Source: an optimization exercise on an open RTL-to-GDS flow (aim: small area, a short achievable clock period and few clock cycles per item). Production flows keep margins and buffers that such runs may drop.
In this exercise RTL edits were held to simulation tests only and were not proved equivalent to the original.

04-26:
Design sha_256, start of the top module:
module sha_256(
    input wire i_clk,
    input wire i_rst,
    input wire i_enable,
    input [511:0] i_data,
    input [7:0] i_N,
    output reg [255:0] o_data,
    output reg o_done
);
    localparam [255:0] IV = {32'h6a09e667, 32'hbb67ae85, 32'h3c6ef372, 32'ha54ff53a,
                             32'h510e527f, 32'h9b05688c, 32'h1f83d9ab, 32'h5be0cd19};
    reg  [5:0]  k;        
    reg         fin;      
    reg         first;    
    reg  [7:0]  nrem;     
    reg         is_new;   
    reg  [31:0] a, b, c, d, e, f, g, h;
    reg  [31:0] hk;       
    reg  [31:0] kq;       
    wire busy   = ~o_done;
    wire [7:0] nrem_n = is_new ? i_N : nrem - 8'd1;
    wire hsh    = busy & ((k[5:1] == 5'b11111) | (k == 6'd0));
    wire [31:0] w;
    wire [31:0] k_j;
    sha256_scheduler u_scheduler (
        .clk(i_clk),
        .i_block(i_data),
        .k(k),
        .W_out(w)
    );
    sha256_functions u_functions (
        .j(k),
        .k_j(k_j)
    );
    function [31:0] CH(input [31:0] x, y, z);
        CH = (x & y) ^ (~x & z);
    endfunction
    function [31:0] MAJ(input [31:0] x, y, z);
        MAJ = (x & y) ^ (x & z) ^ (y & z);
    endfunction
    function [31:0] SIG0(input [31:0] x);
        SIG0 = {x[1:0], x[31:2]} ^ {x[12:0], x[31:13]} ^ {x[21:0], x[31:22]};
    endfunction
    function [31:0] SIG1(input [31:0] x);
        SIG1 = {x[5:0], x[31:6]} ^ {x[10:0], x[31:11]} ^ {x[24:0], x[31:25]};
    endfunction
    wire [31:0] s1 = SIG1(e);
    wire [31:0] ch = CH(e, f, g);
    wire [31:0] s0 = SIG0(a);
    wire [31:0] mj = MAJ(a, b, c);
  ...
Size in the first run: about 8,700 cells after synthesis, about 1,100 flip-flops.
==> flow/config.mk <==
export PLATFORM = sky130hd
export DESIGN_NAME = sha_256
export DESIGN_NICKNAME = sha_256
export VERILOG_FILES = /design/flow/design.v
export SDC_FILE = /design/flow/constraint.sdc
export NUM_CORES = 4
export LEC_CHECK = 0
export ABC_AREA = 1
export CAP_MARGIN = 20
export CORE_MARGIN = 2
export CORE_UTILIZATION = 40
export CTS_CLUSTER_DIAMETER = 100
export CTS_CLUSTER_SIZE = 30
export SLEW_MARGIN = 20
==> flow/constraint.sdc <==
create_clock -name core_clock -period 10.0 [get_ports {i_clk}]
set_input_delay 2.0000 -clock core_clock [delete_from_list [all_inputs] [get_ports {i_clk}]]
set_output_delay 2.0000 -clock core_clock [all_outputs]
set_load 0.01 [all_outputs]
standard.sh (not shown) runs the stock make flow with config.mk's settings and CLKGATE_MAP_FILE= SYNTH_SCRIPT=/design/flow/synth_recipe.tcl, a recipe that flattens the netlist after the stock synthesis.
==> flow/flow/run.sh <==
#!/bin/bash
# Own layout flow: the standard ORFS flow with a few settings changed.
#  - ports are buffered with a plain buffer instead of the delay buffer the
#    resizer picks by default
set -euo pipefail
export BUFFER_PORTS_ARGS="-buffer_cell sky130_fd_sc_hd__buf_1"
export SETUP_SLACK_MARGIN=6
export ADDER_MAP_FILE=
bash standard.sh > standard_flow.log 2>&1
04-26 closes out successfully: all stages finished, all timing, DRC and antenna checks passed.
Testbench counts of 04-26, summed over its fixed seeds: cycles 32,274, blocks 489.
The inputs of 10-11 differ from those of 04-26 as listed below.
# 04-26
export LEC_CHECK = 0
export ABC_AREA = 1
export CAP_MARGIN = 20
export CORE_MARGIN = 2
export CORE_UTILIZATION = 40
export CTS_CLUSTER_DIAMETER = 100
export CTS_CLUSTER_SIZE = 30
export SLEW_MARGIN = 20
create_clock -name core_clock -period 10.0 [get_ports {i_clk}]
# 10-11
export LEC_CHECK = 0
export CAP_MARGIN = 20
export CORE_MARGIN = 2
export CORE_UTILIZATION = 40
export SLEW_MARGIN = 20
create_clock -name core_clock -period 10.0 [get_ports {i_clk}]
--- a/flow/flow/run.sh
+++ b/flow/flow/run.sh
@@ -6,4 +6,4 @@
 export BUFFER_PORTS_ARGS="-buffer_cell sky130_fd_sc_hd__buf_1"
 export SETUP_SLACK_MARGIN=6
-export ADDER_MAP_FILE=
+
 bash standard.sh > standard_flow.log 2>&1
==> notes.md <==
Leading cell type in the layout, fill and taps excluded = nand2_1: 04-26; leading cell type in the layout, fill and taps excluded = dfxtp_1: 10-11. In 10-11 the non-clock buffer share of cell area turned out 2.8 points higher than in 04-26. Diff 04-26 -> 10-11: post-detailed-route via-to-cell ratio shows an increase of 4.1%; clock latency on the worst-skew pair shows no meaningful change; total of cells resized after clock tree synthesis shows an increase of 445. 10-11 ends up with a data arrival time of the worst path that is 3.58 ns higher than in 04-26. In the flow results for 10-11 and 04-26, the summed area of non-filler cells in the final layout is smaller on 04-26. Relative to 04-26, routed wire length has decreased by about 8% in 10-11. Relative to 04-26, worst setup slack decreased by 0.92 ns in 10-11.

-- re-timing with driven ports --
The flow's constraints put no driver on any port. The routed layouts listed below were extracted and timed again, unchanged, in two steps. Step 1 sets driving cells, clkbuf_16 on the clock port and buf_2 on the other inputs (assumed; they add their load-dependent delay and slew). Step 2 also shifts input and output timing later by t, the mid clock arrival at the registers, as if the neighbouring blocks saw the same clock. a / b / c = ideal ports / drivers / drivers and shift; a / b = the first two.
| run | t, ns | setup WS [ns] | hold slack, ns |
|---|---|---|---|
| 04-26 | 0.794 | 6.031 / 5.941 / 5.655 | 0.331 / 0.331 / 0.331 |
| 10-11 | 0.788 | 5.116 / 5.116 / 5.116 | 0.320 / 0.320 / 0.320 |
After both steps every run listed still meets setup and hold. For 04-26, which loses most, drivers alone change the setup slack by -0.090 ns; drivers and shift together by -0.376 ns.
